Background: an optimization exercise with open tools, aiming at small area and a short achievable clock period. Do not read the settings as production practice. In this exercise RTL edits were held to simulation tests only and were not proved equivalent to the original. The flow treats the clock pin as an ideal source. Dropping or thinning the clock tree relies on that and would not hold on a real chip. Power is estimated from default activity; no workload was simulated.

==> 08-10 <==
## Optimized_Wallace
module Optimized_Wallace(
    input clk, rst,
    input [15:0] A, B,
    output reg [31:0] PRODUCT
);
clock: 3.0 ns
lec_check: 0
cap_margin: 20
core_margin: 2
core_utilization: 60
cts_buf_list: sky130_fd_sc_hd__clkbuf_16
cts_cluster_diameter: 100
cts_cluster_size: 25
setup_slack_margin: 1.4
slew_margin: 20
synth_hierarchical: 1
synth_minimum_keep_size: 0
tns_end_percent: 0
standard.sh (not shown) runs the stock make flow with config.mk's settings and CLKGATE_MAP_FILE= SYNTH_SCRIPT=/design/flow/synth_recipe.tcl, a recipe that flattens the netlist after the stock synthesis.
==> flow/flow/run.sh <==
#!/bin/bash
set -euo pipefail
export BUFFER_PORTS_ARGS="-buffer_cell sky130_fd_sc_hd__buf_1"
bash standard.sh cts > flow_cts.log 2>&1
export RES=$PWD/orfs/results/sky130hd/Optimized_Wallace/base
export PLATFORM_DIR=$FLOW_HOME/platforms/sky130hd
export R1_LEAVES=2 R2_LEAVES=4 R3_LEAVES=3 P_LEAVES=2
openroad -no_splash -exit flow/skew.tcl > skew_eco.log 2>&1
bash standard.sh finish > flow_make.log 2>&1
==> flow/flow/skew.tcl <==
set res $::env(RES)
read_lef $::env(PLATFORM_DIR)/lef/sky130_fd_sc_hd.tlef
read_lef $::env(PLATFORM_DIR)/lef/sky130_fd_sc_hd_merged.lef
read_liberty $::env(PLATFORM_DIR)/lib/sky130_fd_sc_hd__tt_025C_1v80.lib
read_db $res/4_cts.odb
read_sdc $res/4_cts.sdc
source $::env(PLATFORM_DIR)/setRC.tcl
set db [ord::get_db]
set block [ord::get_db_block]
set root [$block findNet clknet_0_clk]

proc master {n} { return [[ord::get_db] findMaster sky130_fd_sc_hd__$n] }
set uid 0
proc newbuf {type innet x y} {
  global block uid
  incr uid
  set inst [odb::dbInst_create $block [master $type] "cksk_buf_$uid"]
  set net [odb::dbNet_create $block "cksk_net_$uid"]
  $net setSigType CLOCK
  [$inst findITerm A] connect $innet
  [$inst findITerm X] connect $net
  $inst setLocation [expr int($x)] [expr int($y)]
  $inst setPlacementStatus PLACED
  return $net
}
proc flops {pats} {
  global block
  set out {}
  foreach inst [$block getInsts] {
    set n [$inst getName]
    foreach p $pats { if {[string match $p $n]} { lappend out $inst; break } }
  }
  return $out
}
proc centroid {insts} {
  set sx 0; set sy 0
  foreach i $insts { set b [$i getBBox]; set sx [expr $sx + [$b xMin]]; set sy [expr $sy + [$b yMin]] }
  set n [llength $insts]
  return [list [expr $sx / $n] [expr $sy / $n]]
}
# chain: list of buffer types from the root; the last one is repeated per leaf cluster
proc branch {name pats chain nleaf} {
  global root
  set fl [flops $pats]
  set fl [lsort -command {apply {{a b} {expr {[[$a getBBox] xMin] - [[$b getBBox] xMin]}}}} $fl]
  set c [centroid $fl]
  set net $root
  if {![llength $chain]} {
    foreach f $fl { set it [$f findITerm CLK]; $it disconnect; $it connect $root }
    puts "branch $name: [llength $fl] flops on the root net"
    return
  }
  foreach t [lrange $chain 0 end-1] { set net [newbuf $t $net [lindex $c 0] [lindex $c 1]] }
  set per [expr {([llength $fl] + $nleaf - 1) / $nleaf}]
  for {set k 0} {$k < $nleaf} {incr k} {
    set grp [lrange $fl [expr $k*$per] [expr ($k+1)*$per - 1]]
    if {![llength $grp]} continue
    set cc [centroid $grp]
    set leaf [newbuf [lindex $chain end] $net [lindex $cc 0] [lindex $cc 1]]
    foreach f $grp {
      set it [$f findITerm CLK]
      $it disconnect
      $it connect $leaf
    }
  }
  puts "branch $name: [llength $fl] flops, chain $chain x $nleaf"
}

# Build a branch, measure the mean clock latency of its flops, and undo it.
set created {}
proc newbuf2 {type innet x y} {
  global created
  set net [newbuf $type $innet $x $y]
  lappend created $net
  return $net
}
proc build {fl chain nleaf} {
  global root created
  set created {}
  set c [centroid $fl]
  set net $root
  foreach t [lrange $chain 0 end-1] { set net [newbuf2 $t $net [lindex $c 0] [lindex $c 1]] }
  set per [expr {([llength $fl] + $nleaf - 1) / $nleaf}]
  for {set k 0} {$k < $nleaf} {incr k} {
    set grp [lrange $fl [expr $k*$per] [expr ($k+1)*$per - 1]]
    if {![llength $grp]} continue
    set cc [centroid $grp]
    set leaf [newbuf2 [lindex $chain end] $net [lindex $cc 0] [lindex $cc 1]]
    foreach f $grp { set it [$f findITerm CLK]; $it disconnect; $it connect $leaf }
  }
}
proc undo {fl orig} {
  global created
  foreach f $fl o $orig { set it [$f findITerm CLK]; $it disconnect; $it connect $o }
  foreach net [lreverse $created] {
    foreach it [$net getITerms] { if {[$it isOutputSignal]} { set inst [$it getInst] } }
    odb::dbInst_destroy $inst
    odb::dbNet_destroy $net
  }
  set created {}
}
proc meanlat {fl} {
  estimate_parasitics -placement
  set s 0.0
  foreach f $fl { set s [expr {$s + [get_property [get_pins "[$f getName]/CLK"] arrival_max_rise]}] }
  return [expr {$s / [llength $fl]}]
}
proc tune {name pats target nleaf} {
  set fl [flops $pats]
  set fl [lsort -command {apply {{a b} {expr {[[$a getBBox] xMin] - [[$b getBBox] xMin]}}}} $fl]
  set orig {}
  foreach f $fl { lappend orig [[$f findITerm CLK] getNet] }
  set best {}
  set besterr 1e9
  foreach first {{} clkbuf_1 clkbuf_2 clkbuf_8} {
    for {set n 0} {$n <= 14} {incr n} {
      set chain [concat $first [lrepeat $n clkbuf_4] clkbuf_16]
      build $fl $chain $nleaf
      set lat [meanlat $fl]
      undo $fl $orig
      set err [expr {abs($lat - $target)}]
      puts "tune $name: $chain x $nleaf -> [format %.3f $lat] (target $target)"
      if {$err < $besterr} { set besterr $err; set best $chain }
    }
  }
  build $fl $best $nleaf
  puts "tune $name: chose $best x $nleaf, latency [format %.3f [meanlat $fl]]"
}


proc worst_req {pins} {
  set w 100.0
  foreach p $pins { set s [get_property $p slack_max]; if {$s < $w} { set w $s } }
  return [expr {3.0 - $w}]
}
proc mean_lat_pats {pats} {
  set fl [flops $pats]
  set s 0.0
  foreach f $fl { set s [expr {$s + [get_property [get_pins "[$f getName]/CLK"] arrival_max_rise]}] }
  return [expr {$s / [llength $fl]}]
}
estimate_parasitics -placement
set_propagated_clock [all_clocks]
set R1 {ra* rb15* one* two* neg* r1*}
set lat0 [list [mean_lat_pats $R1] [mean_lat_pats {r2*}] [mean_lat_pats {r3*}] [mean_lat_pats {PRODUCT*}]]
set S1 [worst_req [get_pins -hierarchical r2*/D]]
set S2 [worst_req [get_pins -hierarchical r3*/D]]
set S3 [worst_req [get_pins -hierarchical PRODUCT*/D]]
set So [expr {3.0 - [get_property [lindex [find_timing_paths -to [all_outputs]] 0] slack]}]
set D1 [expr {$S1 - [lindex $lat0 0] + [lindex $lat0 1]}]
set D2 [expr {$S2 - [lindex $lat0 1] + [lindex $lat0 2]}]
set D3 [expr {$S3 - [lindex $lat0 2] + [lindex $lat0 3]}]
set Do [expr {$So - [lindex $lat0 3]}]
puts "stages: D1 $D1 D2 $D2 D3 $D3 Do $Do latencies $lat0"
branch r1 $R1 {clkbuf_16} $::env(R1_LEAVES)
set x1 [mean_lat_pats $R1]
set P [expr {($D1 + $D2 + $D3 + $Do + $x1) / 4.0}]
set x2 [expr {$x1 + $D1 - $P}]
set x3 [expr {$x2 + $D2 - $P}]
set x4 [expr {$x3 + $D3 - $P}]
puts "plan: P $P x1 $x1 x2 $x2 x3 $x3 x4 $x4"
tune r2 {r2*} $x2 $::env(R2_LEAVES)
tune r3 {r3*} $x3 $::env(R3_LEAVES)
tune prod {PRODUCT*} $x4 $::env(P_LEAVES)

# remove clock buffers left without sinks
set changed 1
while {$changed} {
  set changed 0
  foreach inst [$block getInsts] {
    set m [[$inst getMaster] getName]
    if {![string match "*clkbuf*" $m] && ![string match "*clkinv*" $m]} continue
    set x [$inst findITerm X]
    if {$x eq "NULL"} { set x [$inst findITerm Y] }
    if {$x eq "NULL"} continue
    set n [$x getNet]
    if {$n eq "NULL"} continue
    if {[llength [$n getITerms]] <= 1 && [llength [$n getBTerms]] == 0} {
      puts "removing [$inst getName]"
      odb::dbInst_destroy $inst
      odb::dbNet_destroy $n
      set changed 1
    }
  }
}
detailed_placement
check_placement
estimate_parasitics -placement
set_propagated_clock [all_clocks]
catch { report_checks -path_delay max -group_path_count 3 -format end }
catch { report_clock_skew }
foreach p {ra[0]* one0* r2[0]* r3[0]* PRODUCT[0]* v1*} {
  catch { foreach pin [get_pins -quiet $p/CLK] { puts "latency [get_full_name $pin] [get_property $pin arrival_max_rise]" } }
}
write_db $res/4_cts.odb
==> inputs of 02-27, as changes to 08-10 <==
==> flow/flow/run.sh (replaced) <==
#!/bin/bash
set -euo pipefail
export BUFFER_PORTS_ARGS="-buffer_cell sky130_fd_sc_hd__buf_1"
bash standard.sh cts > flow_cts.log 2>&1
export RES=$PWD/orfs/results/sky130hd/Optimized_Wallace/base
export PLATFORM_DIR=$FLOW_HOME/platforms/sky130hd
export SKEW_PLAN=$PWD/flow/plan.tcl
openroad -no_splash -exit flow/skew.tcl > skew_eco.log 2>&1
bash standard.sh finish > flow_make.log 2>&1
==> flow/flow/plan.tcl (new file) <==
set rootnet $root
branch r1 {ra* rb15* one* two* neg*} {clkbuf_16} 2 [$block findNet clk]
set root [$block findNet clk]
tune r2 {r2*} 0.46 5 {clkbuf_1 clkbuf_2 clkbuf_4 clkbuf_8 clkbuf_16}
set root $rootnet
tune r3 {r3* v1* v2* v3*} 0.645 3
tune prod {PRODUCT*} 0.86 3
--- a/flow/flow/skew.tcl
+++ b/flow/flow/skew.tcl
@@ -28,6 +28,7 @@
   set out {}
   foreach inst [$block getInsts] {
     set n [$inst getName]
+    if {[$inst findITerm CLK] eq "NULL"} continue
     foreach p $pats { if {[string match $p $n]} { lappend out $inst; break } }
   }
   return $out
@@ -39,8 +40,9 @@
   return [list [expr $sx / $n] [expr $sy / $n]]
 }
 # chain: list of buffer types from the root; the last one is repeated per leaf cluster
-proc branch {name pats chain nleaf} {
+proc branch {name pats chain nleaf {src {}}} {
   global root
+  if {$src ne {}} { set root $src }
   set fl [flops $pats]
   set fl [lsort -command {apply {{a b} {expr {[[$a getBBox] xMin] - [[$b getBBox] xMin]}}}} $fl]
   set c [centroid $fl]
@@ -100,81 +102,87 @@
   set created {}
 }
 proc meanlat {fl} {
+  global maxslew
   estimate_parasitics -placement
   set s 0.0
-  foreach f $fl { set s [expr {$s + [get_property [get_pins "[$f getName]/CLK"] arrival_max_rise]}] }
+  set maxslew 0.0
+  foreach f $fl {
+    set pin [get_pins "[$f getName]/CLK"]
+    set s [expr {$s + [get_property $pin arrival_max_rise]}]
+    set sl [get_property $pin slew_max]
+    if {$sl > $maxslew} { set maxslew $sl }
+  }
   return [expr {$s / [llength $fl]}]
 }
-proc tune {name pats target nleaf} {
+proc branch_area {chain nl} {
+  set a 0.0
+  foreach t [lrange $chain 0 end-1] { set a [expr {$a + [[master $t] getWidth] * [[master $t] getHeight] / 1e6}] }
+  set t [lindex $chain end]
+  return [expr {$a + $nl * [[master $t] getWidth] * [[master $t] getHeight] / 1e6}]
+}
+proc tune {name pats target nleaf {firsts {{} clkbuf_1 clkbuf_2 clkbuf_8 clkbuf_16}}} {
+  global maxslew
   set fl [flops $pats]
   set fl [lsort -command {apply {{a b} {expr {[[$a getBBox] xMin] - [[$b getBBox] xMin]}}}} $fl]
   set orig {}
   foreach f $fl { lappend orig [[$f findITerm CLK] getNet] }
   set best {}
   set besterr 1e9
-  foreach first {{} clkbuf_1 clkbuf_2 clkbuf_8} {
-    for {set n 0} {$n <= 14} {incr n} {
-      set chain [concat $first [lrepeat $n clkbuf_4] clkbuf_16]
-      build $fl $chain $nleaf
-      set lat [meanlat $fl]
-      undo $fl $orig
-      set err [expr {abs($lat - $target)}]
-      puts "tune $name: $chain x $nleaf -> [format %.3f $lat] (target $target)"
-      if {$err < $besterr} { set besterr $err; set best $chain }
-    }
-  }
-  build $fl $best $nleaf
-  puts "tune $name: chose $best x $nleaf, latency [format %.3f [meanlat $fl]]"
+  set bestcost 1e9
+  set bestn $nleaf
+  set cands {}
+  foreach leaf {clkbuf_16 clkbuf_8} {
+    foreach nl [list [expr {$nleaf - 1}] $nleaf [expr {$nleaf + 1}] [expr {$nleaf + 2}]] {
+      if {$nl < 1} continue
+      foreach first $firsts {
+        for {set n 0} {$n <= 14} {incr n} {
+          set chain [concat $first [lrepeat $n clkbuf_4] $leaf]
+          build $fl $chain $nl
+          set lat [meanlat $fl]
+          undo $fl $orig
+          set err [expr {abs($lat - $target)}]
+          puts "tune $name: $chain x $nl -> [format %.3f $lat] slew [format %.3f $maxslew] (target [format %.3f $target])"
+          if {$maxslew < 0.100} { lappend cands [list $err [branch_area $chain $nl] $chain $nl] }
+          if {$maxslew < 0.100 && $err < $besterr} { set besterr $err }
+          if {$lat > $target + 0.2} break
+        }
+      }
+    }
+  }
+  foreach c $cands {
+    if {[lindex $c 0] <= $besterr + 0.015 && [lindex $c 1] < $bestcost} {
+      set bestcost [lindex $c 1]; set best [lindex $c 2]; set bestn [lindex $c 3]
+    }
+  }
+  build $fl $best $bestn
+  puts "tune $name: chose $best x $bestn, latency [format %.3f [meanlat $fl]] slew [format %.3f $maxslew]"
 }
 
-
-proc worst_req {pins} {
-  set w 100.0
-  foreach p $pins { set s [get_property $p slack_max]; if {$s < $w} { set w $s } }
-  return [expr {3.0 - $w}]
-}
-proc mean_lat_pats {pats} {
-  set fl [flops $pats]
-  set s 0.0
-  foreach f $fl { set s [expr {$s + [get_property [get_pins "[$f getName]/CLK"] arrival_max_rise]}] }
-  return [expr {$s / [llength $fl]}]
-}
-estimate_parasitics -placement
-set_propagated_clock [all_clocks]
-set R1 {ra* rb15* one* two* neg* r1*}
-set lat0 [list [mean_lat_pats $R1] [mean_lat_pats {r2*}] [mean_lat_pats {r3*}] [mean_lat_pats {PRODUCT*}]]
-set S1 [worst_req [get_pins -hierarchical r2*/D]]
-set S2 [worst_req [get_pins -hierarchical r3*/D]]
-set S3 [worst_req [get_pins -hierarchical PRODUCT*/D]]
-set So [expr {3.0 - [get_property [lindex [find_timing_paths -to [all_outputs]] 0] slack]}]
-set D1 [expr {$S1 - [lindex $lat0 0] + [lindex $lat0 1]}]
-set D2 [expr {$S2 - [lindex $lat0 1] + [lindex $lat0 2]}]
-set D3 [expr {$S3 - [lindex $lat0 2] + [lindex $lat0 3]}]
-set Do [expr {$So - [lindex $lat0 3]}]
-puts "stages: D1 $D1 D2 $D2 D3 $D3 Do $Do latencies $lat0"
-branch r1 $R1 {clkbuf_16} $::env(R1_LEAVES)
-set x1 [mean_lat_pats $R1]
-set P [expr {($D1 + $D2 + $D3 + $Do + $x1) / 4.0}]
-set x2 [expr {$x1 + $D1 - $P}]
-set x3 [expr {$x2 + $D2 - $P}]
-set x4 [expr {$x3 + $D3 - $P}]
-puts "plan: P $P x1 $x1 x2 $x2 x3 $x3 x4 $x4"
-tune r2 {r2*} $x2 $::env(R2_LEAVES)
-tune r3 {r3*} $x3 $::env(R3_LEAVES)
-tune prod {PRODUCT*} $x4 $::env(P_LEAVES)
-
-# remove clock buffers left without sinks
+source $::env(SKEW_PLAN)
+# remove clock buffers left without sinks, and CTS's dummy clock loads
+# (clock cells whose output is unconnected)
+proc is_clkcell {inst} {
+  set m [[$inst getMaster] getName]
+  return [expr {[string match "*clkbuf*" $m] || [string match "*clkinv*" $m] || [string match "*__inv_*" $m] || [string match "*__buf_*" $m]}]
+}
+proc outnet {inst} {
+  foreach it [$inst getITerms] { if {[$it isOutputSignal]} { return [$it getNet] } }
+  return "NULL"
+}
 set changed 1
 while {$changed} {
   set changed 0
   foreach inst [$block getInsts] {
-    set m [[$inst getMaster] getName]
-    if {![string match "*clkbuf*" $m] && ![string match "*clkinv*" $m]} continue
-    set x [$inst findITerm X]
-    if {$x eq "NULL"} { set x [$inst findITerm Y] }
-    if {$x eq "NULL"} continue
-    set n [$x getNet]
-    if {$n eq "NULL"} continue
+    if {![is_clkcell $inst]} continue
+    set n [outnet $inst]
+    if {$n eq "NULL"} {
+      # dummy load: only if its input is on a clock net
+      set clkin 0
+      foreach it [$inst getITerms] { if {[$it isInputSignal] && [$it getNet] ne "NULL" && [[$it getNet] getSigType] eq "CLOCK"} { set clkin 1 } }
+      if {$clkin} { puts "removing dummy [$inst getName]"; odb::dbInst_destroy $inst; set changed 1 }
+      continue
+    }
+    if {[$n getSigType] ne "CLOCK"} continue
     if {[llength [$n getITerms]] <= 1 && [llength [$n getBTerms]] == 0} {
       puts "removing [$inst getName]"
       odb::dbInst_destroy $inst
==> results.txt <==
Combinational power: 08-10 is larger than 02-27 (5.0%).
In 08-10 the sequential share of layout area is lower than in 02-27, by 2.6 points.
In sequential power, 02-27 and 08-10 hardly differ.
In sequential cell count, 08-10 and 02-27 do not differ.
In 08-10 the core utilization is higher than in 02-27, by 5.3 points.
Against 02-27, the fmax of 08-10 is lower by 5.1%.
Critical path depth: 08-10 is higher than 02-27 (4).
In 08-10 the non-clock buffer count is higher than in 02-27, by 48.
Of 08-10 and 02-27, 08-10 has the higher clock skew (gap 35 ps).
Synthesized cell count is the same in 08-10 and 02-27.
The clock cells of 02-27 come from the design's own scripts or RTL, not from TritonCTS.

## static timing again, ports no longer ideal
Ports are ideal in the flow. The routed layouts listed here were re-timed in OpenROAD. Step 1 (the two cells are an assumption about what drives the block):
set clk [get_ports {clk}]
set_driving_cell -lib_cell sky130_fd_sc_hd__clkbuf_16 $clk
set_driving_cell -lib_cell sky130_fd_sc_hd__buf_2 [delete_from_list [all_inputs] $clk]
Step 2, shift: input delay + t, output delay - t, t = (earliest + latest rising clock arrival at the registers) / 2. This alone moves slack from input paths to output paths. a / b / c = ideal / step 1 / step 2; a / b = the first two.
run	t (ns)	slack for setup (ns)	clock arrival spread, ns	cell pins on the clock port's net
08-10	0.649	0.934 / 0.934 / 0.934	0.469 / 0.469	1
02-27	0.574	1.039 / 0.967 / 1.076	0.718 / 0.717	4
Clock arrivals are far apart in 08-10 and 02-27, so t is only a midpoint there and step 2 fits no single register.
